Background: an optimization exercise with open tools, aiming at small area, a short achievable clock period and few clock cycles per item. Do not read the settings as production practice.
No functional check of the RTL was part of any run shown here.

## flow/design.v (module list and top-level ports; edited modules follow where they fit)
// module Milestone1_convert: 289 lines
// module yt_part: 55 lines
// module pix_sum: 341 lines
// module fir_sum: 146 lines
// module csa_fa: 4 lines
// module csa_ha: 4 lines
module Milestone1_convert (
	input  logic          Clock,
	input  logic          Resetn,
	input  logic          Enable,
	input  logic   [15:0] SRAM_read_data,
	input  logic          redo,
	output logic          SRAM_we_n,
	output logic   [17:0] SRAM_address,
	output logic   [15:0] SRAM_write_data,
	output logic          Finish
);
  // ...
==> flow/run.sh <==
#!/bin/bash
# synth_recipe.tcl (not shown) runs the flow's synth.tcl, then flattens the netlist and writes it again
# the make line also repeats each setting of config.mk as NAME=value (left out here)
make -C /OpenROAD-flow-scripts/flow DESIGN_CONFIG=/design/flow/config.mk WORK_HOME=/design/flow/orfs CLKGATE_MAP_FILE= SYNTH_SCRIPT=/design/flow/synth_recipe.tcl finish
==> flow/config.mk <==
export PLATFORM = sky130hd
export DESIGN_NAME = Milestone1_convert
export DESIGN_NICKNAME = Milestone1_convert
export VERILOG_FILES = /design/flow/design.v
export SDC_FILE = /design/flow/constraint.sdc
export NUM_CORES = 4
export LEC_CHECK = 0
export CAP_MARGIN = 20
export CORE_MARGIN = 2
export CORE_UTILIZATION = 40
export CTS_CLUSTER_DIAMETER = 70
export CTS_CLUSTER_SIZE = 36
export SETUP_SLACK_MARGIN = 5
export SLEW_MARGIN = 20
export SYNTH_HIERARCHICAL = 1
==> flow/constraint.sdc <==
create_clock -name core_clock -period 14.0 [get_ports {Clock}]
set_input_delay 2.8000 -clock core_clock [delete_from_list [all_inputs] [get_ports {Clock}]]
set_output_delay 2.8000 -clock core_clock [all_outputs]
set_load 0.01 [all_outputs]
==> reports/qor.yml, run 1 <==
async_flop_share_pct: 0.426
report.final.slew_viol_count: 0
synthXorXnorAreaFrac_pct: 3.52
syn_nets: 2685
fillerInstances: 5956
synth.most_common_cell: "dfxtp_1"
met3_usage_pct: 1.81
r2r_slack_ps: 9370
crit_arrival_ps: 5130
wl_met1_um: 27000
coreArea_um2: 65500
fin_cells: 3095
outcome: "no timing/DRC/antenna violations"
drtIter0Drc: 1139
grt_pass1_wl_um: 93900
buffer_area_share_pct: 2.23
seq_area_share_pct: 39.1
place_area_um2: 27300
cts_buffer_depth: 3
fmax_ghz: 0.216
largest_cell_class: "multi-input gates"
worstPathCellList: "inv_1 -> ha_1 -> or2_2 -> a21o_1 -> a21oi_1 -> nand3_1 -> o32a_4 -> a211oi_4 -> nand4b_4 -> nor3b_1 -> a311o_1"
r2r_cells: 11
synthMuxAreaShare_pct: 3.54
firstDrtPassIters: 7
post-dp-hpwl_um: 46100
wirelength_um: 58800
die_w_um: 261
wl_per_cell_um: 19.0
crit_path_start_kind: "flop"
min-delay-path-class: "reg2reg"
criticalPathCategory: "reg2reg"
startpoint: "nk[0]$_SDFFE_PN1P_"
fp.dieH_um: 261
fin_area_um2: 28400
ctsHoldBuffers: 0
wl_met3_um: 2190
==> module Milestone1_convert, before the edit <==
module Milestone1_convert (
	input  logic          Clock,
	input  logic          Resetn,
	input  logic          Enable,
	input  logic   [15:0] SRAM_read_data,
	input  logic          redo,
	output logic          SRAM_we_n,
	output logic   [17:0] SRAM_address,
	output logic   [15:0] SRAM_write_data,
	output logic          Finish
);
localparam logic [1:0] T_NONE = 2'd0, T_Y = 2'd1, T_U = 2'd2, T_V = 2'd3;
localparam logic [1:0] K_NONE = 2'd0, K_EVEN = 2'd1, K_ODD = 2'd2, K_HOLD = 2'd3;
localparam logic [2:0] I_NONE = 3'd0, I_HI = 3'd1, I_LO = 3'd2, I_REP = 3'd3, I_PORT = 3'd4;
logic        run;           
logic [3:0]  nph;           
logic [7:0]  nk;            
logic        nlead;         
logic [15:0] y_addr;        
logic [15:0] u_addr;        
logic [17:0] rgb_addr;      
logic [1:0]  tag_a, tag_b, tag_c;    
logic [1:0]  kind_a, kind_b;         
logic        c_even, c_odd, c_hold, c_firv, c_ldv, c_ldu, c_ph2;
logic [2:0]  c_ins_u, c_ins_v;
logic [7:0]  y_lo;                  
logic [7:0]  y_sel;                 
logic [15:0] hu, hv;
logic [7:0]  su [0:5];
logic [7:0]  sv [0:5];
logic [8:0]  up_reg, vp_reg;        
logic [7:0]  b0_save;
function automatic logic [11:0] succ(input logic [3:0] p, input logic [7:0] kk);
	logic [3:0] p2;
	logic [7:0] k2;
	p2 = p + 4'd1;
	k2 = kk;
	if (p == 4'd4) begin
		if (kk == 8'd159) p2 = 4'd5;
		else begin p2 = 4'd0; k2 = kk + 8'd1; end
	end else if (p == 4'd9) begin
		p2 = 4'd0; k2 = 8'd0;
	end
	succ = {p2, k2};
endfunction
function automatic logic [5:0] ins_of(input logic [3:0] p, input logic [7:0] kk);
	logic [2:0] iu, iv;
	iu = I_NONE;
	iv = I_NONE;
	case (p)
	4'd0: begin
		if (kk == 8'd0)        iv = I_PORT;
		else if (kk <= 8'd155) iv = kk[0] ? I_LO : I_HI;
		else if (kk == 8'd159) iv = I_HI;
		else                   iv = I_REP;
	end
	4'd2: begin
		if (kk == 8'd0)        iu = I_PORT;
		else if (kk <= 8'd155) iu = kk[0] ? I_LO : I_HI;
		else if (kk == 8'd159) iu = I_HI;
		else                   iu = I_REP;
		if (kk == 8'd159)      iv = I_REP;
	end
	4'd3: if (kk == 8'd159) begin iu = I_REP; iv = I_REP; end
	4'd4: if (kk == 8'd159) begin iu = I_REP; iv = I_LO; end
	4'd5: iu = I_LO;
	4'd6: iv = I_HI;
	4'd7: begin iu = I_HI; iv = I_LO; end
	4'd8: iu = I_LO;
	default: ;
	endcase
	ins_of = {iu, iv};
endfunction
logic [3:0] nph2;
logic [7:0] nk2;
assign {nph2, nk2} = succ(nph, nk);
logic nlead2;
assign nlead2 = nlead & ~(nph == 4'd9);
logic rd_y, rd_u, rd_v;
always_comb begin
	rd_y = 1'b0; rd_u = 1'b0; rd_v = 1'b0;
	case (nph)
	4'd3: begin
		if (nk <= 8'd153) begin
			if (nk[0]) rd_u = 1'b1;
			else       rd_v = (nk <= 8'd152);
		end else if (nk == 8'd155 || nk == 8'd159) rd_v = 1'b1;
		else if (nk == 8'd156) rd_u = 1'b1;
	end
	4'd4: begin
		if (nk == 8'd159) rd_u = 1'b1;
		else              rd_y = ~nlead;
	end
	4'd8: rd_v = 1'b1;
	4'd9: rd_y = 1'b1;
	4'd0: rd_u = (nk == 8'd0);
	default: ;
	endcase
end
logic wr;    
assign wr = (kind_b != K_NONE);
always_ff @(posedge Clock) begin
	SRAM_we_n <= ~(run && wr);
end
always_ff @(posedge Clock or negedge Resetn) begin
	if (!Resetn) begin
		run       <= 1'b0;
		Finish    <= 1'b0;
	end else begin
		if (run) begin
			if (nph == 4'd7 && y_addr == 16'd38400) begin
				run    <= 1'b0;
				Finish <= 1'b1;
			end
		end else if (Finish) begin
			if (redo) Finish <= 1'b0;
		end else if (Enable) begin
			run <= 1'b1;
		end
	end
end
logic [17:0] v_addr, a_sel, a_inc;
assign v_addr = {1'b0, u_addr[15:8] + 9'd75, u_addr[7:0]};    
always_comb begin
	a_sel = rgb_addr;
	if (rd_y) a_sel = {2'd0, y_addr};
	if (rd_u) a_sel = {2'd0, u_addr};
	if (rd_v) a_sel = v_addr;
end
assign a_inc = a_sel + 18'd1;
always_ff @(posedge Clock) begin
	tag_b  <= tag_a;
	tag_c  <= tag_b;
	kind_b <= kind_a;
	if (!run) begin
		nph      <= 4'd4;
		nk       <= 8'd155;
		nlead    <= 1'b1;
		y_addr   <= 16'd0;
		u_addr   <= 16'd38400;
		rgb_addr <= 18'd146944;
		SRAM_address <= 18'd57600;
		tag_a    <= (Enable && !Finish) ? T_V : T_NONE;
		kind_a   <= K_NONE;
		kind_b   <= K_NONE;
		c_even <= 1'b0; c_odd <= 1'b0; c_hold <= 1'b0; c_firv <= 1'b0;
		c_ldv  <= 1'b0; c_ldu <= 1'b0; c_ph2  <= 1'b0;
		c_ins_u <= I_NONE; c_ins_v <= I_NONE;
	end else begin
		nph   <= nph2;
		nk    <= nk2;
		nlead <= nlead2;
		c_even <= (nph == 4'd2);
		c_odd  <= (nph == 4'd3);
		c_hold <= (nph == 4'd4);
		c_firv <= (nph == 4'd4) || (nph == 4'd9);
		c_ldv  <= (nph == 4'd1);
		c_ldu  <= (nph == 4'd2);
		c_ph2  <= (nph == 4'd2);
		{c_ins_u, c_ins_v} <= ins_of(nph, nk);
		kind_a <= K_NONE;
		if (!nlead) begin
			if (c_even)      kind_a <= K_EVEN;
			else if (c_odd)  kind_a <= K_ODD;
			else if (c_hold) kind_a <= K_HOLD;
		end
		tag_a <= T_NONE;
		if (rd_y) tag_a <= T_Y;
		if (rd_u) tag_a <= T_U;
		if (rd_v) tag_a <= T_V;
		SRAM_address <= a_sel;
		if (rd_y) y_addr   <= a_inc[15:0];
		if (rd_u) u_addr   <= a_inc[15:0];
		if (wr)   rgb_addr <= a_inc;
	end
end
always_ff @(posedge Clock) begin
	if (tag_c == T_Y) y_lo <= SRAM_read_data[7:0];
	if (tag_c == T_U) hu   <= SRAM_read_data;
	if (tag_c == T_V) hv   <= SRAM_read_data;
	if (tag_c == T_Y)  y_sel <= SRAM_read_data[15:8];
	else if (c_ph2)    y_sel <= y_lo;
end
function automatic logic [7:0] ins_val(input logic [2:0] sel, input logic [15:0] h,
                                       input logic [7:0] last, input logic [7:0] port);
	case (sel)
	I_HI:    ins_val = h[15:8];
	I_LO:    ins_val = h[7:0];
	I_PORT:  ins_val = port;
	default: ins_val = last;
	endcase
endfunction
always_ff @(posedge Clock) begin
	if (c_ins_u != I_NONE) begin
		su[0] <= su[1]; su[1] <= su[2]; su[2] <= su[3];
		su[3] <= su[4]; su[4] <= su[5];
		su[5] <= ins_val(c_ins_u, hu, su[5], SRAM_read_data[15:8]);
	end
	if (c_ins_v != I_NONE) begin
		sv[0] <= sv[1]; sv[1] <= sv[2]; sv[2] <= sv[3];
		sv[3] <= sv[4]; sv[4] <= sv[5];
		sv[5] <= ins_val(c_ins_v, hv, sv[5], SRAM_read_data[15:8]);
	end
end
logic [7:0]  ta, tb, tc, td, te, tf;
assign ta = c_firv ? sv[0] : su[0];
assign tb = c_firv ? sv[1] : su[1];
assign tc = c_firv ? sv[2] : su[2];
assign td = c_firv ? sv[3] : su[3];
assign te = c_firv ? sv[4] : su[4];
assign tf = c_firv ? sv[5] : su[5];
logic [8:0]  t_af, t_be, t_cd;
assign t_af = {1'b0, ta} + {1'b0, tf};
assign t_be = {1'b0, tb} + {1'b0, te};
assign t_cd = {1'b0, tc} + {1'b0, td};
logic [8:0]  f_p1, f_np2, f_p3, f_np3;
always_ff @(posedge Clock) begin
	f_p1  <= t_af;
	f_np2 <= ~t_be;
	f_p3  <= t_cd;
	f_np3 <= ~t_cd;
end
logic [8:0] fm_h, g_h;
logic       fm_c, g_c;
fir_sum u_fir (.p1(f_p1), .np2(f_np2), .p3(f_p3), .np3(f_np3), .hi(fm_h), .c(fm_c));
always_ff @(posedge Clock) begin
	g_h <= fm_h;
	g_c <= fm_c;
end
logic [8:0] fw;
assign fw = g_h + {8'd0, g_c};
always_ff @(posedge Clock) begin
	if (c_ldv) vp_reg <= fw;
	if (c_ldu) up_reg <= fw;
end
logic [8:0]  su9, sv9;
assign su9 = c_even ? {su[2][7], ~su[2][7], su[2][6:0]} : up_reg;
assign sv9 = c_even ? {sv[1][7], ~sv[1][7], sv[1][6:0]} : vp_reg;
logic [13:0] yl_m;
logic        yc_m;
logic [10:0] yh_m;
yt_part u_yt (.y(y_sel), .lo(yl_m), .c(yc_m), .hi(yh_m));
logic [13:0] p_ytl;
logic        p_ytc;
logic [10:0] p_yth;
logic [8:0]  p_u, p_v;
logic [10:0] p_u3, p_v3;
always_ff @(posedge Clock) begin
	p_ytl <= yl_m;
	p_ytc <= yc_m;
	p_yth <= yh_m;
	p_u   <= su9;
	p_u3  <= {2'd0, su9} + {1'b0, su9, 1'b0};
	p_v   <= sv9;
	p_v3  <= {2'd0, sv9} + {1'b0, sv9, 1'b0};
end
logic [10:0] q_ra, q_rb, q_ga, q_gb, q_ba, q_bb;
logic        q_rc, q_gc, q_bc;
logic [10:0] m_ra, m_rb, m_ga, m_gb, m_ba, m_bb;
logic        m_rc, m_gc, m_bc;
pix_sum u_pix (.ytl(p_ytl), .ytc(p_ytc), .yth(p_yth),
	.pu(p_u), .pu3(p_u3), .pv(p_v), .pv3(p_v3),
	.ra(m_ra), .rb(m_rb), .rc(m_rc), .ga(m_ga), .gb(m_gb), .gc(m_gc),
	.ba(m_ba), .bb(m_bb), .bc(m_bc));
always_ff @(posedge Clock) begin
	q_ra <= m_ra; q_rb <= m_rb; q_rc <= m_rc;
	q_ga <= m_ga; q_gb <= m_gb; q_gc <= m_gc;
	q_ba <= m_ba; q_bb <= m_bb; q_bc <= m_bc;
end
function automatic logic [7:0] clip(input logic [10:0] s);
	clip = s[10] ? 8'd0 : (|s[9:8]) ? 8'd255 : s[7:0];
endfunction
logic [10:0] s_r, s_g, s_b;
assign s_r = q_ra + q_rb + {10'd0, q_rc};
assign s_g = q_ga + q_gb + {10'd0, q_gc};
assign s_b = q_ba + q_bb + {10'd0, q_bc};
logic [7:0] r8, g8, b8;
assign r8 = clip(s_r);
assign g8 = clip(s_g);
assign b8 = clip(s_b);
always_ff @(posedge Clock) begin
	case (kind_b)
	K_EVEN:  SRAM_write_data <= {r8, g8};
	K_ODD:   SRAM_write_data <= {b0_save, r8};
	default: SRAM_write_data <= {g8, b8};
	endcase
	if (kind_b == K_EVEN) b0_save <= b8;
end
endmodule
==> module pix_sum, before the edit <==
module pix_sum(input wire [13:0] ytl, input wire ytc, input wire [10:0] yth,
  input wire [8:0] pu, input wire [10:0] pu3, input wire [8:0] pv, input wire [10:0] pv3,
  output wire [10:0] ra, output wire [10:0] rb, output wire rc,
  output wire [10:0] ga, output wire [10:0] gb, output wire gc,
  output wire [10:0] ba, output wire [10:0] bb, output wire bc);
wire [0:0] ytc_v = ytc;
wire [8:0] npu = ~pu;
wire [10:0] npu3 = ~pu3;
wire [8:0] npv = ~pv;
wire [10:0] npv3 = ~pv3;
wire sr_1, sr_2;
csa_ha sr_1_h (.a(ytl[5]), .b(pv3[7]), .s(sr_1), .co(sr_2));
wire sr_3, sr_4;
csa_ha sr_3_h (.a(ytl[6]), .b(npv3[8]), .s(sr_3), .co(sr_4));
wire sr_5, sr_6;
csa_fa sr_5_f (.a(ytl[7]), .b(pv3[9]), .c(pv[5]), .s(sr_5), .co(sr_6));
wire sr_7, sr_8;
csa_ha sr_7_h (.a(ytl[8]), .b(npv3[10]), .s(sr_7), .co(sr_8));
wire sr_9, sr_10;
csa_fa sr_9_f (.a(ytl[9]), .b(npv[7]), .c(pv[4]), .s(sr_9), .co(sr_10));
wire sr_11, sr_12;
csa_fa sr_11_f (.a(ytl[10]), .b(pv[8]), .c(pv[5]), .s(sr_11), .co(sr_12));
wire sr_13, sr_14;
csa_ha sr_13_h (.a(ytl[13]), .b(npv[8]), .s(sr_13), .co(sr_14));
wire sr_15, sr_16;
csa_fa sr_15_f (.a(yth[0]), .b(ytc_v[0]), .c(pv3[5]), .s(sr_15), .co(sr_16));
wire sr_17, sr_18;
csa_ha sr_17_h (.a(pv[3]), .b(pv[0]), .s(sr_17), .co(sr_18));
wire sr_19, sr_20;
csa_fa sr_19_f (.a(pv[4]), .b(pv[1]), .c(sr_3), .s(sr_19), .co(sr_20));
wire sr_21, sr_22;
csa_fa sr_21_f (.a(pv[2]), .b(pv3[8]), .c(sr_5), .s(sr_21), .co(sr_22));
wire sr_23, sr_24;
csa_fa sr_23_f (.a(pv[6]), .b(pv[3]), .c(sr_7), .s(sr_23), .co(sr_24));
wire sr_25, sr_26;
csa_fa sr_25_f (.a(pv3[0]), .b(pv3[10]), .c(sr_9), .s(sr_25), .co(sr_26));
wire sr_27, sr_28;
csa_fa sr_27_f (.a(pv3[1]), .b(pv[7]), .c(sr_11), .s(sr_27), .co(sr_28));
wire sr_29, sr_30;
csa_fa sr_29_f (.a(ytl[11]), .b(pv[6]), .c(pv3[2]), .s(sr_29), .co(sr_30));
wire sr_31, sr_32;
csa_ha sr_31_h (.a(ytl[12]), .b(npv[7]), .s(sr_31), .co(sr_32));
wire sr_33, sr_34;
csa_fa sr_33_f (.a(pv3[4]), .b(pv3[0]), .c(pv[7]), .s(sr_33), .co(sr_34));
wire sr_35, sr_36;
csa_fa sr_35_f (.a(pv3[1]), .b(pv[8]), .c(sr_15), .s(sr_35), .co(sr_36));
wire sr_37, sr_38;
csa_fa sr_37_f (.a(yth[1]), .b(pv3[6]), .c(pv3[2]), .s(sr_37), .co(sr_38));
wire sr_39, sr_40;
csa_ha sr_39_h (.a(yth[2]), .b(npv3[7]), .s(sr_39), .co(sr_40));
wire sr_41, sr_42;
csa_fa sr_41_f (.a(yth[3]), .b(pv3[8]), .c(pv3[4]), .s(sr_41), .co(sr_42));
wire sr_43, sr_44;
csa_ha sr_43_h (.a(yth[4]), .b(npv3[9]), .s(sr_43), .co(sr_44));
wire sr_45, sr_46;
csa_fa sr_45_f (.a(yth[5]), .b(pv3[10]), .c(pv3[6]), .s(sr_45), .co(sr_46));
wire sr_47, sr_48;
csa_ha sr_47_h (.a(ytl[2]), .b(pv3[4]), .s(sr_47), .co(sr_48));
wire sr_49, sr_50;
csa_fa sr_49_f (.a(ytl[3]), .b(pv3[5]), .c(pv[1]), .s(sr_49), .co(sr_50));
wire sr_51, sr_52;
csa_fa sr_51_f (.a(ytl[4]), .b(npv3[6]), .c(pv[2]), .s(sr_51), .co(sr_52));
wire sr_53, sr_54;
csa_fa sr_53_f (.a(pv3[6]), .b(sr_1), .c(sr_17), .s(sr_53), .co(sr_54));
wire sr_55, sr_56;
csa_fa sr_55_f (.a(sr_2), .b(sr_19), .c(sr_18), .s(sr_55), .co(sr_56));
wire sr_57, sr_58;
csa_fa sr_57_f (.a(sr_4), .b(sr_21), .c(sr_20), .s(sr_57), .co(sr_58));
wire sr_59, sr_60;
csa_fa sr_59_f (.a(sr_6), .b(sr_23), .c(sr_22), .s(sr_59), .co(sr_60));
wire sr_61, sr_62;
csa_fa sr_61_f (.a(sr_8), .b(sr_25), .c(sr_24), .s(sr_61), .co(sr_62));
wire sr_63, sr_64;
csa_fa sr_63_f (.a(sr_10), .b(sr_27), .c(sr_26), .s(sr_63), .co(sr_64));
wire sr_65, sr_66;
csa_fa sr_65_f (.a(sr_12), .b(sr_29), .c(sr_28), .s(sr_65), .co(sr_66));
wire sr_67, sr_68;
csa_fa sr_67_f (.a(pv3[3]), .b(sr_31), .c(sr_30), .s(sr_67), .co(sr_68));
wire sr_69, sr_70;
csa_fa sr_69_f (.a(sr_13), .b(sr_33), .c(sr_32), .s(sr_69), .co(sr_70));
wire sr_71, sr_72;
csa_fa sr_71_f (.a(sr_14), .b(sr_35), .c(sr_34), .s(sr_71), .co(sr_72));
wire sr_73, sr_74;
csa_fa sr_73_f (.a(sr_16), .b(sr_37), .c(sr_36), .s(sr_73), .co(sr_74));
wire sr_75, sr_76;
csa_fa sr_75_f (.a(pv3[3]), .b(sr_39), .c(sr_38), .s(sr_75), .co(sr_76));
wire sr_77, sr_78;
csa_fa sr_77_f (.a(pv3[7]), .b(sr_41), .c(sr_40), .s(sr_77), .co(sr_78));
wire sr_79, sr_80;
csa_fa sr_79_f (.a(pv3[5]), .b(sr_43), .c(sr_42), .s(sr_79), .co(sr_80));
wire sr_81, sr_82;
csa_fa sr_81_f (.a(pv3[9]), .b(sr_45), .c(sr_44), .s(sr_81), .co(sr_82));
wire sr_83, sr_84;
csa_fa sr_83_f (.a(yth[6]), .b(npv3[7]), .c(sr_46), .s(sr_83), .co(sr_84));
wire sr_85, sr_86;
csa_fa sr_85_f (.a(yth[7]), .b(pv3[8]), .c(pv3[7]), .s(sr_85), .co(sr_86));
wire sr_87, sr_88;
csa_ha sr_87_h (.a(yth[8]), .b(pv3[9]), .s(sr_87), .co(sr_88));
wire sr_89, sr_90;
csa_ha sr_89_h (.a(yth[9]), .b(npv3[10]), .s(sr_89), .co(sr_90));
wire sr_91, sr_92;
csa_ha sr_91_h (.a(yth[10]), .b(npv3[10]), .s(sr_91), .co(sr_92));
wire [16:0] r_lo = {1'b0, {sr_69, sr_67, sr_65, sr_63, sr_61, sr_59, sr_57, sr_55, sr_53, sr_51, sr_49, pv[0], ytl[1], ytl[0], pv3[1], pv3[0]}} + {1'b0, {sr_68, sr_66, sr_64, sr_62, sr_60, sr_58, sr_56, sr_54, sr_52, sr_50, sr_48, sr_47, pv3[3], pv3[2], 1'b0, 1'b0}};
assign ra = {sr_91, sr_89, sr_87, sr_85, sr_83, sr_81, sr_79, sr_77, sr_75, sr_73, sr_71};
assign rb = {sr_90, sr_88, sr_86, sr_84, sr_82, sr_80, sr_78, sr_76, sr_74, sr_72, sr_70};
assign rc = r_lo[16];
wire sg_1, sg_2;
csa_ha sg_1_h (.a(yth[0]), .b(ytc_v[0]), .s(sg_1), .co(sg_2));
wire sg_3, sg_4;
csa_ha sg_3_h (.a(yth[1]), .b(npu[7]), .s(sg_3), .co(sg_4));
wire sg_5, sg_6;
csa_ha sg_5_h (.a(ytl[4]), .b(pu3[3]), .s(sg_5), .co(sg_6));
wire sg_7, sg_8;
csa_fa sg_7_f (.a(ytl[5]), .b(npu3[4]), .c(npv[7]), .s(sg_7), .co(sg_8));
wire sg_9, sg_10;
csa_ha sg_9_h (.a(ytl[6]), .b(pu3[5]), .s(sg_9), .co(sg_10));
wire sg_11, sg_12;
csa_ha sg_11_h (.a(ytl[7]), .b(pu3[6]), .s(sg_11), .co(sg_12));
wire sg_13, sg_14;
csa_fa sg_13_f (.a(ytl[8]), .b(npu3[7]), .c(npu[0]), .s(sg_13), .co(sg_14));
wire sg_15, sg_16;
csa_ha sg_15_h (.a(ytl[9]), .b(pu3[8]), .s(sg_15), .co(sg_16));
wire sg_17, sg_18;
csa_fa sg_17_f (.a(ytl[10]), .b(npu3[9]), .c(npu[2]), .s(sg_17), .co(sg_18));
wire sg_19, sg_20;
csa_ha sg_19_h (.a(npv[7]), .b(npv[0]), .s(sg_19), .co(sg_20));
wire sg_21, sg_22;
csa_fa sg_21_f (.a(ytl[11]), .b(npu3[10]), .c(npu[3]), .s(sg_21), .co(sg_22));
wire sg_23, sg_24;
csa_fa sg_23_f (.a(npu3[0]), .b(npv[8]), .c(npv[1]), .s(sg_23), .co(sg_24));
wire sg_25, sg_26;
csa_fa sg_25_f (.a(ytl[12]), .b(npu[4]), .c(npu3[1]), .s(sg_25), .co(sg_26));
wire sg_27, sg_28;
csa_ha sg_27_h (.a(npv[2]), .b(npv3[0]), .s(sg_27), .co(sg_28));
wire sg_29, sg_30;
csa_fa sg_29_f (.a(ytl[13]), .b(pu[5]), .c(npu3[2]), .s(sg_29), .co(sg_30));
wire sg_31, sg_32;
csa_ha sg_31_h (.a(npv[3]), .b(npv3[1]), .s(sg_31), .co(sg_32));
wire sg_33, sg_34;
csa_fa sg_33_f (.a(pu[6]), .b(npu3[3]), .c(npv[4]), .s(sg_33), .co(sg_34));
wire sg_35, sg_36;
csa_fa sg_35_f (.a(npv3[2]), .b(npu[5]), .c(sg_1), .s(sg_35), .co(sg_36));
wire sg_37, sg_38;
csa_fa sg_37_f (.a(npu3[4]), .b(npv[5]), .c(npv3[3]), .s(sg_37), .co(sg_38));
wire sg_39, sg_40;
csa_fa sg_39_f (.a(npu[6]), .b(sg_3), .c(sg_2), .s(sg_39), .co(sg_40));
wire sg_41, sg_42;
csa_fa sg_41_f (.a(yth[2]), .b(npu[8]), .c(npu3[5]), .s(sg_41), .co(sg_42));
wire sg_43, sg_44;
csa_fa sg_43_f (.a(npv[6]), .b(npv3[4]), .c(sg_4), .s(sg_43), .co(sg_44));
wire sg_45, sg_46;
csa_fa sg_45_f (.a(yth[3]), .b(pu3[6]), .c(npv[7]), .s(sg_45), .co(sg_46));
wire sg_47, sg_48;
csa_fa sg_47_f (.a(yth[4]), .b(pu3[7]), .c(npv[8]), .s(sg_47), .co(sg_48));
wire sg_49, sg_50;
csa_ha sg_49_h (.a(yth[5]), .b(pu3[8]), .s(sg_49), .co(sg_50));
wire sg_51, sg_52;
csa_ha sg_51_h (.a(yth[6]), .b(pu3[9]), .s(sg_51), .co(sg_52));
wire sg_53, sg_54;
csa_ha sg_53_h (.a(yth[7]), .b(pu3[10]), .s(sg_53), .co(sg_54));
wire sg_55, sg_56;
csa_ha sg_55_h (.a(ytl[2]), .b(npu3[1]), .s(sg_55), .co(sg_56));
wire sg_57, sg_58;
csa_fa sg_57_f (.a(ytl[3]), .b(pu3[2]), .c(npv[5]), .s(sg_57), .co(sg_58));
wire sg_59, sg_60;
csa_fa sg_59_f (.a(npv[6]), .b(npv[1]), .c(npu3[2]), .s(sg_59), .co(sg_60));
wire sg_61, sg_62;
csa_fa sg_61_f (.a(npv[2]), .b(npu3[3]), .c(sg_7), .s(sg_61), .co(sg_62));
wire sg_63, sg_64;
csa_fa sg_63_f (.a(npv[8]), .b(npv[3]), .c(sg_9), .s(sg_63), .co(sg_64));
wire sg_65, sg_66;
csa_fa sg_65_f (.a(npv[4]), .b(npu3[5]), .c(sg_11), .s(sg_65), .co(sg_66));
wire sg_67, sg_68;
csa_fa sg_67_f (.a(npv[5]), .b(npu3[6]), .c(sg_13), .s(sg_67), .co(sg_68));
wire sg_69, sg_70;
csa_fa sg_69_f (.a(npu[1]), .b(npv[6]), .c(sg_15), .s(sg_69), .co(sg_70));
wire sg_71, sg_72;
csa_fa sg_71_f (.a(npu3[8]), .b(sg_17), .c(sg_19), .s(sg_71), .co(sg_72));
wire sg_73, sg_74;
csa_fa sg_73_f (.a(sg_21), .b(sg_23), .c(sg_18), .s(sg_73), .co(sg_74));
wire sg_75, sg_76;
csa_fa sg_75_f (.a(sg_25), .b(sg_27), .c(sg_22), .s(sg_75), .co(sg_76));
wire sg_77, sg_78;
csa_fa sg_77_f (.a(sg_29), .b(sg_31), .c(sg_26), .s(sg_77), .co(sg_78));
wire sg_79, sg_80;
csa_fa sg_79_f (.a(sg_33), .b(sg_35), .c(sg_30), .s(sg_79), .co(sg_80));
wire sg_81, sg_82;
csa_fa sg_81_f (.a(sg_37), .b(sg_39), .c(sg_34), .s(sg_81), .co(sg_82));
wire sg_83, sg_84;
csa_fa sg_83_f (.a(sg_41), .b(sg_43), .c(sg_38), .s(sg_83), .co(sg_84));
wire sg_85, sg_86;
csa_fa sg_85_f (.a(npv3[5]), .b(sg_45), .c(sg_42), .s(sg_85), .co(sg_86));
wire sg_87, sg_88;
csa_fa sg_87_f (.a(npv3[6]), .b(npu3[6]), .c(sg_47), .s(sg_87), .co(sg_88));
wire sg_89, sg_90;
csa_fa sg_89_f (.a(npv3[7]), .b(npu3[7]), .c(sg_49), .s(sg_89), .co(sg_90));
wire sg_91, sg_92;
csa_fa sg_91_f (.a(npv3[8]), .b(npu3[8]), .c(sg_51), .s(sg_91), .co(sg_92));
wire sg_93, sg_94;
csa_fa sg_93_f (.a(npv3[9]), .b(npu3[9]), .c(sg_53), .s(sg_93), .co(sg_94));
wire sg_95, sg_96;
csa_fa sg_95_f (.a(yth[8]), .b(pv3[10]), .c(npu3[10]), .s(sg_95), .co(sg_96));
wire sg_97, sg_98;
csa_ha sg_97_h (.a(ytl[1]), .b(pu3[0]), .s(sg_97), .co(sg_98));
wire sg_99, sg_100;
csa_fa sg_99_f (.a(npv[4]), .b(npu3[0]), .c(sg_55), .s(sg_99), .co(sg_100));
wire sg_101, sg_102;
csa_fa sg_101_f (.a(npv[0]), .b(sg_57), .c(sg_56), .s(sg_101), .co(sg_102));
wire sg_103, sg_104;
csa_fa sg_103_f (.a(sg_5), .b(sg_59), .c(sg_58), .s(sg_103), .co(sg_104));
wire sg_105, sg_106;
csa_fa sg_105_f (.a(sg_6), .b(sg_61), .c(sg_60), .s(sg_105), .co(sg_106));
wire sg_107, sg_108;
csa_fa sg_107_f (.a(sg_8), .b(sg_63), .c(sg_62), .s(sg_107), .co(sg_108));
wire sg_109, sg_110;
csa_fa sg_109_f (.a(sg_10), .b(sg_65), .c(sg_64), .s(sg_109), .co(sg_110));
wire sg_111, sg_112;
csa_fa sg_111_f (.a(sg_12), .b(sg_67), .c(sg_66), .s(sg_111), .co(sg_112));
wire sg_113, sg_114;
csa_fa sg_113_f (.a(sg_14), .b(sg_69), .c(sg_68), .s(sg_113), .co(sg_114));
wire sg_115, sg_116;
csa_fa sg_115_f (.a(sg_16), .b(sg_71), .c(sg_70), .s(sg_115), .co(sg_116));
wire sg_117, sg_118;
csa_fa sg_117_f (.a(sg_20), .b(sg_73), .c(sg_72), .s(sg_117), .co(sg_118));
wire sg_119, sg_120;
csa_fa sg_119_f (.a(sg_24), .b(sg_75), .c(sg_74), .s(sg_119), .co(sg_120));
wire sg_121, sg_122;
csa_fa sg_121_f (.a(sg_28), .b(sg_77), .c(sg_76), .s(sg_121), .co(sg_122));
wire sg_123, sg_124;
csa_fa sg_123_f (.a(sg_32), .b(sg_79), .c(sg_78), .s(sg_123), .co(sg_124));
wire sg_125, sg_126;
csa_fa sg_125_f (.a(sg_36), .b(sg_81), .c(sg_80), .s(sg_125), .co(sg_126));
wire sg_127, sg_128;
csa_fa sg_127_f (.a(sg_40), .b(sg_83), .c(sg_82), .s(sg_127), .co(sg_128));
wire sg_129, sg_130;
csa_fa sg_129_f (.a(sg_44), .b(sg_85), .c(sg_84), .s(sg_129), .co(sg_130));
wire sg_131, sg_132;
csa_fa sg_131_f (.a(sg_46), .b(sg_87), .c(sg_86), .s(sg_131), .co(sg_132));
wire sg_133, sg_134;
csa_fa sg_133_f (.a(sg_48), .b(sg_89), .c(sg_88), .s(sg_133), .co(sg_134));
wire sg_135, sg_136;
csa_fa sg_135_f (.a(sg_50), .b(sg_91), .c(sg_90), .s(sg_135), .co(sg_136));
wire sg_137, sg_138;
csa_fa sg_137_f (.a(sg_52), .b(sg_93), .c(sg_92), .s(sg_137), .co(sg_138));
wire sg_139, sg_140;
csa_fa sg_139_f (.a(sg_54), .b(sg_95), .c(sg_94), .s(sg_139), .co(sg_140));
wire sg_141, sg_142;
csa_fa sg_141_f (.a(yth[9]), .b(npv3[10]), .c(sg_96), .s(sg_141), .co(sg_142));
wire [16:0] g_lo = {1'b0, {sg_121, sg_119, sg_117, sg_115, sg_113, sg_111, sg_109, sg_107, sg_105, sg_103, sg_101, sg_99, npv[3], ytl[0], npv[1], pv[0]}} + {1'b0, {sg_120, sg_118, sg_116, sg_114, sg_112, sg_110, sg_108, sg_106, sg_104, sg_102, sg_100, sg_98, sg_97, npv[2], npv[0], 1'b0}};
assign ga = {~yth[10], sg_141, sg_139, sg_137, sg_135, sg_133, sg_131, sg_129, sg_127, sg_125, sg_123};
assign gb = {sg_142, sg_140, sg_138, sg_136, sg_134, sg_132, sg_130, sg_128, sg_126, sg_124, sg_122};
assign gc = g_lo[16];
wire sb_1, sb_2;
csa_ha sb_1_h (.a(ytl[5]), .b(pu3[7]), .s(sb_1), .co(sb_2));
wire sb_3, sb_4;
csa_ha sb_3_h (.a(ytl[6]), .b(npu3[8]), .s(sb_3), .co(sb_4));
wire sb_5, sb_6;
csa_fa sb_5_f (.a(ytl[7]), .b(pu3[9]), .c(pu3[6]), .s(sb_5), .co(sb_6));
wire sb_7, sb_8;
csa_fa sb_7_f (.a(ytl[8]), .b(npu3[10]), .c(pu3[7]), .s(sb_7), .co(sb_8));
wire sb_9, sb_10;
csa_fa sb_9_f (.a(ytl[9]), .b(pu3[8]), .c(pu[4]), .s(sb_9), .co(sb_10));
wire sb_11, sb_12;
csa_ha sb_11_h (.a(ytl[10]), .b(pu3[9]), .s(sb_11), .co(sb_12));
wire sb_13, sb_14;
csa_ha sb_13_h (.a(ytl[11]), .b(pu3[10]), .s(sb_13), .co(sb_14));
wire sb_15, sb_16;
csa_ha sb_15_h (.a(pu3[4]), .b(pu[0]), .s(sb_15), .co(sb_16));
wire sb_17, sb_18;
csa_fa sb_17_f (.a(pu3[5]), .b(pu[1]), .c(sb_3), .s(sb_17), .co(sb_18));
wire sb_19, sb_20;
csa_fa sb_19_f (.a(pu[2]), .b(pu3[8]), .c(sb_5), .s(sb_19), .co(sb_20));
wire sb_21, sb_22;
csa_fa sb_21_f (.a(pu[3]), .b(pu[0]), .c(sb_7), .s(sb_21), .co(sb_22));
wire sb_23, sb_24;
csa_fa sb_23_f (.a(pu[1]), .b(pu3[10]), .c(sb_9), .s(sb_23), .co(sb_24));
wire sb_25, sb_26;
csa_fa sb_25_f (.a(pu[5]), .b(pu[2]), .c(sb_11), .s(sb_25), .co(sb_26));
wire sb_27, sb_28;
csa_fa sb_27_f (.a(pu[6]), .b(pu[3]), .c(sb_13), .s(sb_27), .co(sb_28));
wire sb_29, sb_30;
csa_fa sb_29_f (.a(ytl[12]), .b(npu[7]), .c(pu[4]), .s(sb_29), .co(sb_30));
wire sb_31, sb_32;
csa_fa sb_31_f (.a(ytl[13]), .b(npu[8]), .c(pu[5]), .s(sb_31), .co(sb_32));
wire sb_33, sb_34;
csa_fa sb_33_f (.a(yth[0]), .b(ytc_v[0]), .c(pu[6]), .s(sb_33), .co(sb_34));
wire sb_35, sb_36;
csa_ha sb_35_h (.a(yth[1]), .b(pu[7]), .s(sb_35), .co(sb_36));
wire sb_37, sb_38;
csa_ha sb_37_h (.a(yth[2]), .b(pu[8]), .s(sb_37), .co(sb_38));
wire sb_39, sb_40;
csa_ha sb_39_h (.a(ytl[1]), .b(pu3[3]), .s(sb_39), .co(sb_40));
wire sb_41, sb_42;
csa_fa sb_41_f (.a(ytl[2]), .b(pu3[4]), .c(pu3[1]), .s(sb_41), .co(sb_42));
wire sb_43, sb_44;
csa_fa sb_43_f (.a(ytl[3]), .b(pu3[5]), .c(pu3[2]), .s(sb_43), .co(sb_44));
wire sb_45, sb_46;
csa_fa sb_45_f (.a(ytl[4]), .b(npu3[6]), .c(pu3[3]), .s(sb_45), .co(sb_46));
wire sb_47, sb_48;
csa_fa sb_47_f (.a(pu3[6]), .b(sb_1), .c(sb_15), .s(sb_47), .co(sb_48));
wire sb_49, sb_50;
csa_fa sb_49_f (.a(sb_2), .b(sb_17), .c(sb_16), .s(sb_49), .co(sb_50));
wire sb_51, sb_52;
csa_fa sb_51_f (.a(sb_4), .b(sb_19), .c(sb_18), .s(sb_51), .co(sb_52));
wire sb_53, sb_54;
csa_fa sb_53_f (.a(sb_6), .b(sb_21), .c(sb_20), .s(sb_53), .co(sb_54));
wire sb_55, sb_56;
csa_fa sb_55_f (.a(sb_8), .b(sb_23), .c(sb_22), .s(sb_55), .co(sb_56));
wire sb_57, sb_58;
csa_fa sb_57_f (.a(sb_10), .b(sb_25), .c(sb_24), .s(sb_57), .co(sb_58));
wire sb_59, sb_60;
csa_fa sb_59_f (.a(sb_12), .b(sb_27), .c(sb_26), .s(sb_59), .co(sb_60));
wire sb_61, sb_62;
csa_fa sb_61_f (.a(sb_14), .b(sb_29), .c(sb_28), .s(sb_61), .co(sb_62));
wire sb_63, sb_64;
csa_fa sb_63_f (.a(pu[7]), .b(sb_31), .c(sb_30), .s(sb_63), .co(sb_64));
wire sb_65, sb_66;
csa_fa sb_65_f (.a(pu[8]), .b(sb_33), .c(sb_32), .s(sb_65), .co(sb_66));
wire sb_67, sb_68;
csa_fa sb_67_f (.a(pu[0]), .b(sb_35), .c(sb_34), .s(sb_67), .co(sb_68));
wire sb_69, sb_70;
csa_fa sb_69_f (.a(pu[1]), .b(sb_37), .c(sb_36), .s(sb_69), .co(sb_70));
wire sb_71, sb_72;
csa_fa sb_71_f (.a(yth[3]), .b(npu[2]), .c(sb_38), .s(sb_71), .co(sb_72));
wire sb_73, sb_74;
csa_fa sb_73_f (.a(yth[4]), .b(pu[3]), .c(pu[2]), .s(sb_73), .co(sb_74));
wire sb_75, sb_76;
csa_ha sb_75_h (.a(yth[5]), .b(npu[4]), .s(sb_75), .co(sb_76));
wire sb_77, sb_78;
csa_fa sb_77_f (.a(yth[6]), .b(npu[5]), .c(pu[4]), .s(sb_77), .co(sb_78));
wire sb_79, sb_80;
csa_fa sb_79_f (.a(yth[7]), .b(npu[6]), .c(pu[5]), .s(sb_79), .co(sb_80));
wire sb_81, sb_82;
csa_fa sb_81_f (.a(yth[8]), .b(npu[7]), .c(pu[6]), .s(sb_81), .co(sb_82));
wire sb_83, sb_84;
csa_fa sb_83_f (.a(yth[9]), .b(pu[8]), .c(pu[7]), .s(sb_83), .co(sb_84));
wire [16:0] b_lo = {1'b0, {sb_63, sb_61, sb_59, sb_57, sb_55, sb_53, sb_51, sb_49, sb_47, sb_45, sb_43, sb_41, pu3[0], ytl[0], pu3[1], pu3[0]}} + {1'b0, {sb_62, sb_60, sb_58, sb_56, sb_54, sb_52, sb_50, sb_48, sb_46, sb_44, sb_42, sb_40, sb_39, pu3[2], 1'b0, 1'b0}};
assign ba = {~yth[10], sb_83, sb_81, sb_79, sb_77, sb_75, sb_73, sb_71, sb_69, sb_67, sb_65};
assign bb = {sb_84, sb_82, sb_80, sb_78, sb_76, sb_74, sb_72, sb_70, sb_68, sb_66, sb_64};
assign bc = b_lo[16];
endmodule
==> inputs of run 2 (changes only) <==
--- a/flow/design.v
+++ b/flow/design.v
@@ -343,14 +343,11 @@
 end
-logic [10:0] q_ra, q_rb, q_ga, q_gb, q_ba, q_bb;
-logic        q_rc, q_gc, q_bc;
-logic [10:0] m_ra, m_rb, m_ga, m_gb, m_ba, m_bb;
-logic        m_rc, m_gc, m_bc;
+logic [10:0] q_r, q_g, q_b, m_r, m_g, m_b;
+logic        q_rc, q_gc, q_bc, m_rc, m_gc, m_bc;
 pix_sum u_pix (.ytl(p_ytl), .ytc(p_ytc), .yth(p_yth),
 	.pu(p_u), .pu3(p_u3), .pv(p_v), .pv3(p_v3),
-	.ra(m_ra), .rb(m_rb), .rc(m_rc), .ga(m_ga), .gb(m_gb), .gc(m_gc),
-	.ba(m_ba), .bb(m_bb), .bc(m_bc));
+	.rh(m_r), .rc(m_rc), .gh(m_g), .gc(m_gc), .bh(m_b), .bc(m_bc));
 always_ff @(posedge Clock) begin
-	q_ra <= m_ra; q_rb <= m_rb; q_rc <= m_rc;
-	q_ga <= m_ga; q_gb <= m_gb; q_gc <= m_gc;
-	q_ba <= m_ba; q_bb <= m_bb; q_bc <= m_bc;
+	q_r <= m_r; q_rc <= m_rc;
+	q_g <= m_g; q_gc <= m_gc;
+	q_b <= m_b; q_bc <= m_bc;
 end
@@ -360,5 +357,5 @@
 logic [10:0] s_r, s_g, s_b;
-assign s_r = q_ra + q_rb + {10'd0, q_rc};
-assign s_g = q_ga + q_gb + {10'd0, q_gc};
-assign s_b = q_ba + q_bb + {10'd0, q_bc};
+assign s_r = q_r + {10'd0, q_rc};
+assign s_g = q_g + {10'd0, q_gc};
+assign s_b = q_b + {10'd0, q_bc};
 logic [7:0] r8, g8, b8;
@@ -433,5 +430,4 @@
   input wire [8:0] pu, input wire [10:0] pu3, input wire [8:0] pv, input wire [10:0] pv3,
-  output wire [10:0] ra, output wire [10:0] rb, output wire rc,
-  output wire [10:0] ga, output wire [10:0] gb, output wire gc,
-  output wire [10:0] ba, output wire [10:0] bb, output wire bc);
+  output wire [10:0] rh, output wire rc, output wire [10:0] gh, output wire gc,
+  output wire [10:0] bh, output wire bc);
 wire [0:0] ytc_v = ytc;
@@ -534,4 +530,3 @@
 wire [16:0] r_lo = {1'b0, {sr_69, sr_67, sr_65, sr_63, sr_61, sr_59, sr_57, sr_55, sr_53, sr_51, sr_49, pv[0], ytl[1], ytl[0], pv3[1], pv3[0]}} + {1'b0, {sr_68, sr_66, sr_64, sr_62, sr_60, sr_58, sr_56, sr_54, sr_52, sr_50, sr_48, sr_47, pv3[3], pv3[2], 1'b0, 1'b0}};
-assign ra = {sr_91, sr_89, sr_87, sr_85, sr_83, sr_81, sr_79, sr_77, sr_75, sr_73, sr_71};
-assign rb = {sr_90, sr_88, sr_86, sr_84, sr_82, sr_80, sr_78, sr_76, sr_74, sr_72, sr_70};
+assign rh = {sr_91, sr_89, sr_87, sr_85, sr_83, sr_81, sr_79, sr_77, sr_75, sr_73, sr_71} + {sr_90, sr_88, sr_86, sr_84, sr_82, sr_80, sr_78, sr_76, sr_74, sr_72, sr_70};
 assign rc = r_lo[16];
@@ -680,4 +675,3 @@
 wire [16:0] g_lo = {1'b0, {sg_121, sg_119, sg_117, sg_115, sg_113, sg_111, sg_109, sg_107, sg_105, sg_103, sg_101, sg_99, npv[3], ytl[0], npv[1], pv[0]}} + {1'b0, {sg_120, sg_118, sg_116, sg_114, sg_112, sg_110, sg_108, sg_106, sg_104, sg_102, sg_100, sg_98, sg_97, npv[2], npv[0], 1'b0}};
-assign ga = {~yth[10], sg_141, sg_139, sg_137, sg_135, sg_133, sg_131, sg_129, sg_127, sg_125, sg_123};
-assign gb = {sg_142, sg_140, sg_138, sg_136, sg_134, sg_132, sg_130, sg_128, sg_126, sg_124, sg_122};
+assign gh = {~yth[10], sg_141, sg_139, sg_137, sg_135, sg_133, sg_131, sg_129, sg_127, sg_125, sg_123} + {sg_142, sg_140, sg_138, sg_136, sg_134, sg_132, sg_130, sg_128, sg_126, sg_124, sg_122};
 assign gc = g_lo[16];
@@ -768,4 +762,3 @@
 wire [16:0] b_lo = {1'b0, {sb_63, sb_61, sb_59, sb_57, sb_55, sb_53, sb_51, sb_49, sb_47, sb_45, sb_43, sb_41, pu3[0], ytl[0], pu3[1], pu3[0]}} + {1'b0, {sb_62, sb_60, sb_58, sb_56, sb_54, sb_52, sb_50, sb_48, sb_46, sb_44, sb_42, sb_40, sb_39, pu3[2], 1'b0, 1'b0}};
-assign ba = {~yth[10], sb_83, sb_81, sb_79, sb_77, sb_75, sb_73, sb_71, sb_69, sb_67, sb_65};
-assign bb = {sb_84, sb_82, sb_80, sb_78, sb_76, sb_74, sb_72, sb_70, sb_68, sb_66, sb_64};
+assign bh = {~yth[10], sb_83, sb_81, sb_79, sb_77, sb_75, sb_73, sb_71, sb_69, sb_67, sb_65} + {sb_84, sb_82, sb_80, sb_78, sb_76, sb_74, sb_72, sb_70, sb_68, sb_66, sb_64};
 assign bc = b_lo[16];
==> flow/flow/run.sh (new file) <==
#!/bin/bash
# Standard ORFS layout (standard.sh) with these changes in how it is made:
#  - the port buffers are buf_4 cells instead of the buffer ORFS picks
#  - clock tree: larger sink clusters, no dummy loads
#  - timing repair aims at a setup margin below the design's clock period
# The SDC, clock period and I/O constraints are the standard flow's, unchanged.
set -euo pipefail
bash standard.sh SETUP_SLACK_MARGIN=10.0 \
  "BUFFER_PORTS_ARGS=-buffer_cell sky130_fd_sc_hd__buf_4" \
  "CTS_ARGS=-sink_clustering_enable -repair_clock_nets -sink_clustering_size 36 -sink_clustering_max_diameter 70 -dont_use_dummy_load" \
  finish > orfs_make.log 2>&1
==> flow/standard.sh (new file) <==
#!/bin/bash
# synth_recipe.tcl (not shown) runs the flow's synth.tcl, then flattens the netlist and writes it again
# the make line also repeats each setting of config.mk as NAME=value (left out here)
make -C /OpenROAD-flow-scripts/flow DESIGN_CONFIG=/design/flow/config.mk WORK_HOME=/design/flow/orfs CLKGATE_MAP_FILE= SYNTH_SCRIPT=/design/flow/synth_recipe.tcl "${@:-finish}"
--- a/flow/config.mk
+++ b/flow/config.mk
@@ -10,5 +10,2 @@
 export CORE_UTILIZATION = 40
-export CTS_CLUSTER_DIAMETER = 70
-export CTS_CLUSTER_SIZE = 36
-export SETUP_SLACK_MARGIN = 5
 export SLEW_MARGIN = 20
removed: flow/run.sh
==> reports/qor.yml, run 2 <==
worst_pin_slew_ps: 1180  # was 1120 ps
place.gp.congestion: 0.916  # was 0.899
synth_compound_area_share_pct: 10.8  # was 11.2%
criticalPathCategory: "reg2out"  # was reg2reg
synth.top_cell.area_share_pct: 20.7  # was 22.6%
synthMuxAreaShare_pct: 3.81  # was 3.54%
syn_to_final_growth_pct: 9.21  # was 7.76%
post-dp-hpwl_um: 48200  # was 46100 um
fmax_ghz: 0.253  # was 0.216 GHz
report.final.slew_viol_count: 0  # unchanged
path_max_fanout: 2  # was 13
slowest_delay_ps: 400  # was 850 ps
drc: 0  # unchanged
ys_ff_latch: 437  # was 470
numCtsBuffers: 29  # was 27
cts_tree: "built"  # unchanged
diodes: 0  # unchanged
netlist_instances: 2183  # was 2239
worstPathCellList: "buf_6"  # was inv_1 -> ha_1 -> or2_2 -> a21o_1 -> a21oi_1 -> nand3_1 -> o32a_4 -> a211oi_4 -> nand4b_4 -> nor3b_1 -> a311o_1
crit_arrival_ps: 1150  # was 5130 ps
fin_nets: 2685  # was 2656
clkLatencyLatePin_ps: 620  # was 600 ps
syn_area_per_cell_um2: 11.7  # was 11.8 um^2
startpoint: "Finish$_DFFE_PN0P_"  # was nk[0]$_SDFFE_PN1P_
r2r_slack_ps: 10070  # was 9370 ps
layout_min_cycle_time_ps: 3950  # was 4630 ps
fin_tns_setup_ps: 0  # unchanged
worst-path-buf-inv: 1  # unchanged
rsz0062_at_grt: "yes"  # was no
min_from: "tag_b[0]$_DFF_P_"  # was tag_a[0]$_DFF_P_
crit_path_start_kind: "flop"  # unchanged
holdPathEnd: "tag_c[0]$_DFF_P_"  # was tag_b[0]$_DFF_P_
regToRegStartpoint: "f_p1[6]$_DFF_P_"  # was nk[0]$_SDFFE_PN1P_
ys_seq_area_share_pct: 40.9  # was 42.2%
globalRoute.totalOverflow: 0  # unchanged
min-delay-path-class: "reg2reg"  # unchanged
fin_cells: 3077  # was 3095
grt_pass1_wl_um: 96600  # was 93900 um
hold_viol: 0  # unchanged
cap_violations: 0  # unchanged
synthXorXnorAreaFrac_pct: 4.93  # was 3.52%
yosysWarningCount: 9  # unchanged
fin_worst_skew_ps: 113  # was 25.6 ps
syn_nets: 2635  # was 2685
cts.htree.levels: 1  # unchanged
drtIter0Drc: 967  # was 1139
cts_sinks: 437  # was 470
wl_per_cell_um: 19.9  # was 19.0 um
synthAdderAreaFrac_pct: 27.2  # was 26.2%
timing.slew.headroom_pct: 21.5  # was 25.4%
r2r_cells: 11  # unchanged
synth_ff_type: "dfxtp_1"  # unchanged
start_util_pct: 40.5  # was 40.2%
outcome: "no timing/DRC/antenna violations"  # unchanged
synth_top_family_by_area: "adder cells"  # unchanged
port_buffers: 55  # unchanged
firstDrtPassIters: 5  # was 7
top_regs: "su (48), sv (48)"  # unchanged
synth_area_leaders: "dfxtp_1 (21%), edfxtp_1 (20%), fa_1 (16%)"  # was dfxtp_1 (23%), edfxtp_1 (19%), fa_1 (16%)
path_clk_slew_ps: 90  # was 110 ps
dp.cells: 3035  # was 3045
setup_viol: 0  # unchanged
period_share_pct: 28.2  # was 33.1%
critPathRequiredTime_ps: 11200  # was 14500 ps
crit_slowest_cell: "dfrtp_1"  # was a21oi_1
antenna_found_initial: 0  # unchanged
cts_buffer_depth: 3  # unchanged
die_w_um: 257  # was 261 um
grt_usage_pct: 18.6  # was 17.5%
drive_gt1_share_pct: 11.3  # was 7.89%
synth_commonest_cells: "dfxtp_1 (265), ha_1 (226), fa_1 (206)"  # was dfxtp_1 (298), ha_1 (217), fa_1 (209)
boundaryPins: 56  # unchanged
rows: 92  # was 94
vias: 16245  # was 16298
root_buffer: "clkbuf_16"  # unchanged
die_area_um2: 66000  # was 68000 um^2
grt_max_degree: 53  # was 50
grt_pass1_vias: 16961  # was 16916
fp.dieH_um: 257  # was 261 um
synth-simple-area-share_pct: 9.20  # was 8.50%
syn_area_um2: 25600  # was 26400 um^2
cp-end-kind: "output pin"  # was flop
fillerInstances: 5873  # was 5956
synth.most_common_cell: "dfxtp_1"  # unchanged
r2r_end: "g_h[8]$_DFF_P_"  # was rgb_addr[14]$_SDFFE_PN0N_
synth-edff-count: 170  # unchanged
wirelength_um: 61300  # was 58800 um
layout_common_cells: "dfxtp_1 (257), ha_1 (220), fa_1 (205), edfxtp_1 (170), inv_1 (146)"  # was dfxtp_1 (297), ha_1 (217), fa_1 (209), edfxtp_1 (170), inv_1 (146)
async_flop_share_pct: 0.458  # was 0.426%
whs_path_depth: 0  # unchanged
coreArea_um2: 63200  # was 65500 um^2
via_per_inst: 5.28  # was 5.27
drtAntennaViolNets: 0  # unchanged
final_common_cell: "dfxtp_1"  # unchanged
synth_cell_type_count: 94  # was 101
critPathTopFamily: "flip-flops"  # was compound AO/OA/AOI/OAI gates
yosysTopAreaCell: "dfxtp_1"  # unchanged
run 2: cell families after synthesis:
| group | Yosys count |
|---|---|
| AO/OA/AOI/OAI | 417 |
| XOR/XNOR | 144 |
| adder cells (fa/ha/maj) | 432 |
| buffers and inverters | 209 |
| flip-flops | 437 |
| multiplexers | 88 |
| AND/OR/NAND/NOR | 456 |
run 2: cell type report:
type                            count  area (um^2)  share of cell area, %
Timing Repair Buffer               80          642                   2.30
Inverter                          148          556                   1.99
Multi-Input combinational cell   1537        14500                   51.8
Tap cell                          846         1060                   3.79
Sequential cell                   437        10500                   37.5
Clock buffer                       29          726                   2.60
run 2: how the worst max path moves through the flow:
stage | depth (start not counted) | endpoint | slack, ps
3_3_place_gp | 17 | rgb_addr[12]$_SDFFE_PN1N_ | 9600
4_1_cts | 18 | rgb_addr[12]$_SDFFE_PN1N_ | 9990
2_1_floorplan | 20 | rgb_addr[12]$_SDFFE_PN1N_ | 10050
6_report | 1 | Finish | 10050
3_5_place_dp | 17 | rgb_addr[12]$_SDFFE_PN1N_ | 9440
5_1_grt | 11 | g_h[8]$_DFF_P_ | 9900
run 2: layer usage:
metal  vias up  global-route usage (%)  share of wire [%]
met1      8098                    23.3                 42
met5         -                       0                  0
met3        87                    2.24                3.3
li1       7770                       -                  -
met4         0                    5.91                3.5
met2       290                    33.5                 51
run 2: timing repair:
| action | in CTS | in global routing |
|---|---|---|
| resized for setup | 21 | 24 |
| gates cloned | 0 | 1 |
| pin swaps | 4 | 16 |
| endpoints found under the setup margin | 17 | 32 |
| hold buffers | 0 | 0 |
| setup buffers | 0 | 12 |
run 2: per-module statistics from Yosys, one instance, submodules excluded:
module | flip-flops and latches | cells | area, um^2
Milestone1_convert | 437 | 1468 | 17400
pix_sum | 0 | 304 | 2300
yt_part | 0 | 105 | 810
csa_fa | 0 | 1 | 20.0
fir_sum | 0 | 53 | 469
csa_ha | 0 | 1 | 12.5
run 2: per-stage QoR:
stage	hold slack (ps)	instance area, um^2	utilization (%)	setup slack [ps]
floorplan	310	25600	-	10050
global placement	314	26900	42.6	9600
detailed placement	312	26900	42.6	9440
CTS	335	27700	43.9	9990
global route	341	27900	44.2	9900
finish	333	27900	44.2	10050
==> inputs of run 3 (changes only) <==
--- a/flow/flow/run.sh
+++ b/flow/flow/run.sh
@@ -7,3 +7,3 @@
 set -euo pipefail
-bash standard.sh SETUP_SLACK_MARGIN=10.0 \
+bash standard.sh SETUP_SLACK_MARGIN=10.15 \
   "BUFFER_PORTS_ARGS=-buffer_cell sky130_fd_sc_hd__buf_4" \
==> reports/qor.yml, run 3 <==
firstDrtPassIters: 5  # unchanged
drtIter0Drc: 1082  # was 967
layout_common_cells: "ha_1 (218), dfxtp_1 (214), fa_1 (205), edfxtp_1 (170), inv_1 (148)"  # was dfxtp_1 (257), ha_1 (220), fa_1 (205), edfxtp_1 (170), inv_1 (146)
synth-edff-count: 170  # unchanged
worstPathCellList: "buf_6"  # unchanged
synth.top_cell.area_share_pct: 20.7  # unchanged
path_clk_slew_ps: 80  # was 90 ps
async_flop_share_pct: 0.458  # unchanged
worst-path-buf-inv: 1  # unchanged
rows: 92  # unchanged
hold_slack_ps: 325  # was 333 ps
syn_area_per_cell_um2: 11.7  # unchanged
cts_buffer_depth: 3  # unchanged
crit_path_start_kind: "flop"  # unchanged
holdPathEnd: "tag_b[0]$_DFF_P_"  # was tag_c[0]$_DFF_P_
cts_sinks: 437  # unchanged
cp-end-kind: "output pin"  # unchanged
min-delay-path-class: "reg2reg"  # unchanged
ys_seq_area_share_pct: 40.9  # unchanged
timing.slew.headroom_pct: 33.2  # was 21.5%
drive_gt1_share_pct: 13.9  # was 11.3%
r2r_end: "g_h[8]$_DFF_P_"  # unchanged
critPathTopFamily: "flip-flops"  # unchanged
syn_to_final_growth_pct: 10.3  # was 9.21%
path_max_fanout: 2  # unchanged
grt_usage_pct: 18.3  # was 18.6%
fp.dieH_um: 257  # unchanged
synth_commonest_cells: "dfxtp_1 (265), ha_1 (226), fa_1 (206)"  # unchanged
whs_path_depth: 0  # unchanged
fin_nets: 2693  # was 2685
hold_viol: 0  # unchanged
vias: 16377  # was 16245
fin_tns_setup_ps: 0  # unchanged
crit_slowest_cell: "dfrtp_1"  # unchanged
synth.most_common_cell: "dfxtp_1"  # unchanged
synth_cell_type_count: 94  # unchanged
critPathRequiredTime_ps: 11200  # about the same
globalRoute.totalOverflow: 0  # unchanged
fillerInstances: 5714  # was 5873
fmax_ghz: 0.256  # was 0.253 GHz
grt_pass1_wl_um: 95600  # was 96600 um
post-dp-hpwl_um: 47000  # was 48200 um
synth_ff_type: "dfxtp_1"  # unchanged
start_util_pct: 40.5  # unchanged
drc: 0  # unchanged
die_w_um: 257  # unchanged
grt_max_degree: 53  # unchanged
regToRegStartpoint: "f_p1[8]$_DFF_P_"  # was f_p1[6]$_DFF_P_
grt_pass1_vias: 17078  # was 16961
ys_ff_latch: 437  # unchanged
antenna_found_initial: 1  # was 0
netlist_instances: 2183  # unchanged
layout_min_cycle_time_ps: 3910  # was 3950 ps
ctsHoldBuffers: 0  # unchanged
syn_nets: 2635  # unchanged
outcome: "no timing/DRC/antenna violations"  # unchanged
yosysTopAreaCell: "dfxtp_1"  # unchanged
wl_per_cell_um: 19.6  # was 19.9 um
report.final.slew_viol_count: 0  # unchanged
place.gp.congestion: 0.910  # was 0.916
period_share_pct: 27.9  # was 28.2%
setup_viol: 0  # unchanged
slowest_delay_ps: 400  # about the same
root_buffer: "clkbuf_16"  # unchanged
cap_violations: 0  # unchanged
rsz0062_at_grt: "yes"  # unchanged
final_common_cell: "ha_1"  # was dfxtp_1
numCtsBuffers: 29  # unchanged
wirelength_um: 60600  # was 61300 um
drtAntennaViolNets: 0  # unchanged
coreArea_um2: 63200  # unchanged
boundaryPins: 56  # unchanged
die_area_um2: 66000  # unchanged
synth_area_leaders: "dfxtp_1 (21%), edfxtp_1 (20%), fa_1 (16%)"  # unchanged
r2r_cells: 11  # unchanged
port_buffers: 55  # unchanged
fin_worst_skew_ps: 72.8  # was 113 ps
cts_tree: "built"  # unchanged
criticalPathCategory: "reg2out"  # unchanged
via_per_inst: 5.31  # was 5.28
top_regs: "su (48), sv (48)"  # unchanged
r2r_slack_ps: 10110  # was 10070 ps
yosysWarningCount: 9  # unchanged
syn_area_um2: 25600  # unchanged
clkLatencyLatePin_ps: 620  # about the same
cts.htree.levels: 1  # unchanged
worst_pin_slew_ps: 1000  # was 1180 ps
min_from: "tag_a[0]$_DFF_P_"  # was tag_b[0]$_DFF_P_
crit_arrival_ps: 1110  # was 1150 ps
-- run 3: logic make-up (layout without fill, tap and decap cells) --
| logic type | Yosys count | count (layout) | synth area share [%] |
|---|---|---|---|
| buffers and inverters | 209 | 264 | 3.17 |
| adders and majority gates | 432 | 432 | 27.2 |
| xor gates and xnor gates | 144 | 144 | 4.93 |
| other | 0 | 1 | 0 |
| AOI/OAI and AO/OA | 417 | 417 | 10.8 |
| DFF | 437 | 437 | 40.9 |
| muxes | 88 | 88 | 3.81 |
| and+or+nand+nor | 456 | 457 | 9.20 |
-- run 3: stage by stage --
| stage | instance area [um^2] | utilization, % | cells | setup WS, ps |
|---|---|---|---|---|
| 2_1_floorplan | 25600 | - | 2183 | 10160 |
| 3_3_place_gp | 26900 | 42.6 | 3035 | 9440 |
| 3_5_place_dp | 26900 | 42.6 | 3035 | 9340 |
| 4_1_cts | 27900 | 44.1 | 3069 | 10050 |
| 5_1_grt | 28200 | 44.6 | 3085 | 9970 |
| 6_report | 28200 | 44.6 | 3086 | 10090 |
-- run 3: worst max path at each step --
stage               slack [ps]                         to  cells after the start          startpoint
floorplan                10160             g_h[8]$_DFF_P_                     11     f_p1[8]$_DFF_P_
global placement          9440  rgb_addr[12]$_SDFFE_PN1N_                     18  nk[0]$_SDFFE_PN1P_
detailed placement        9340  rgb_addr[12]$_SDFFE_PN1N_                     16   nph[2]$_SDFF_PN1_
CTS                      10050                     Finish                      1  Finish$_DFFE_PN0P_
global route              9970             g_h[8]$_DFF_P_                     11     f_p1[8]$_DFF_P_
finish                   10090                     Finish                      1  Finish$_DFFE_PN0P_
-- run 3: cell type report --
| type | count | area [um^2] | share of cell area, % |
|---|---|---|---|
| antenna | 1 | 2.50 | 0.00887 |
| clock buffer | 29 | 726 | 2.57 |
| inverter | 148 | 556 | 1.97 |
| multi-input combinational | 1538 | 14500 | 51.5 |
| sequential | 437 | 10500 | 37.3 |
| tap | 846 | 1060 | 3.75 |
| timing repair buffer | 87 | 816 | 2.89 |
-- run 3: metal layers --
layer	track usage, %	routed length [um]	vias up
li1	-	-	7809
met1	23.1	25700	8115
met2	32.9	30800	366
met3	2.15	2320	87
met4	5.05	1690	0
met5	0	0	-
-- run 3: repair_timing --
action | in CTS | in global routing
resized for setup | 71 | 58
setup buffers | 4 | 14
pin swaps | 16 | 25
gates cloned | 1 | 2
endpoints found under the setup margin | 55 | 58
-- run 3: per-module statistics from Yosys (local to each module, per instance) --
module	area, um^2	cells inside	copies in the design	flops+latches
Milestone1_convert	17400	1468	1	437
csa_fa	20.0	1	196	0
csa_ha	12.5	1	57	0
fir_sum	469	53	1	0
pix_sum	2300	304	1	0
yt_part	810	105	1	0

-- what the ideal ports hide --
In the flow no input, the clock included, has a driving cell. The finished layouts below were timed again as built, in two steps. Step 1, drivers: a clkbuf_16 drives Clock and a buf_2 each remaining input, both assumed. Step 2 times the ports against the registers' clock, not the clock port: input delays grow and output delays shrink by t, the midpoint of the rising clock arrivals with the driver on. Slacks: ideal ports / drivers / drivers and shift; pairs: ideal ports / drivers.
run | t, ns | slack for setup (ns) | pins driven straight from the clock port
run 1 | 0.648 | 9.372 / 9.372 / 9.372 | 1
run 2 | 0.641 | 10.053 / 9.992 / 10.075 | 1
run 3 | 0.637 | 10.092 / 10.034 / 10.107 | 1
After both steps setup and hold are still met in every run listed.
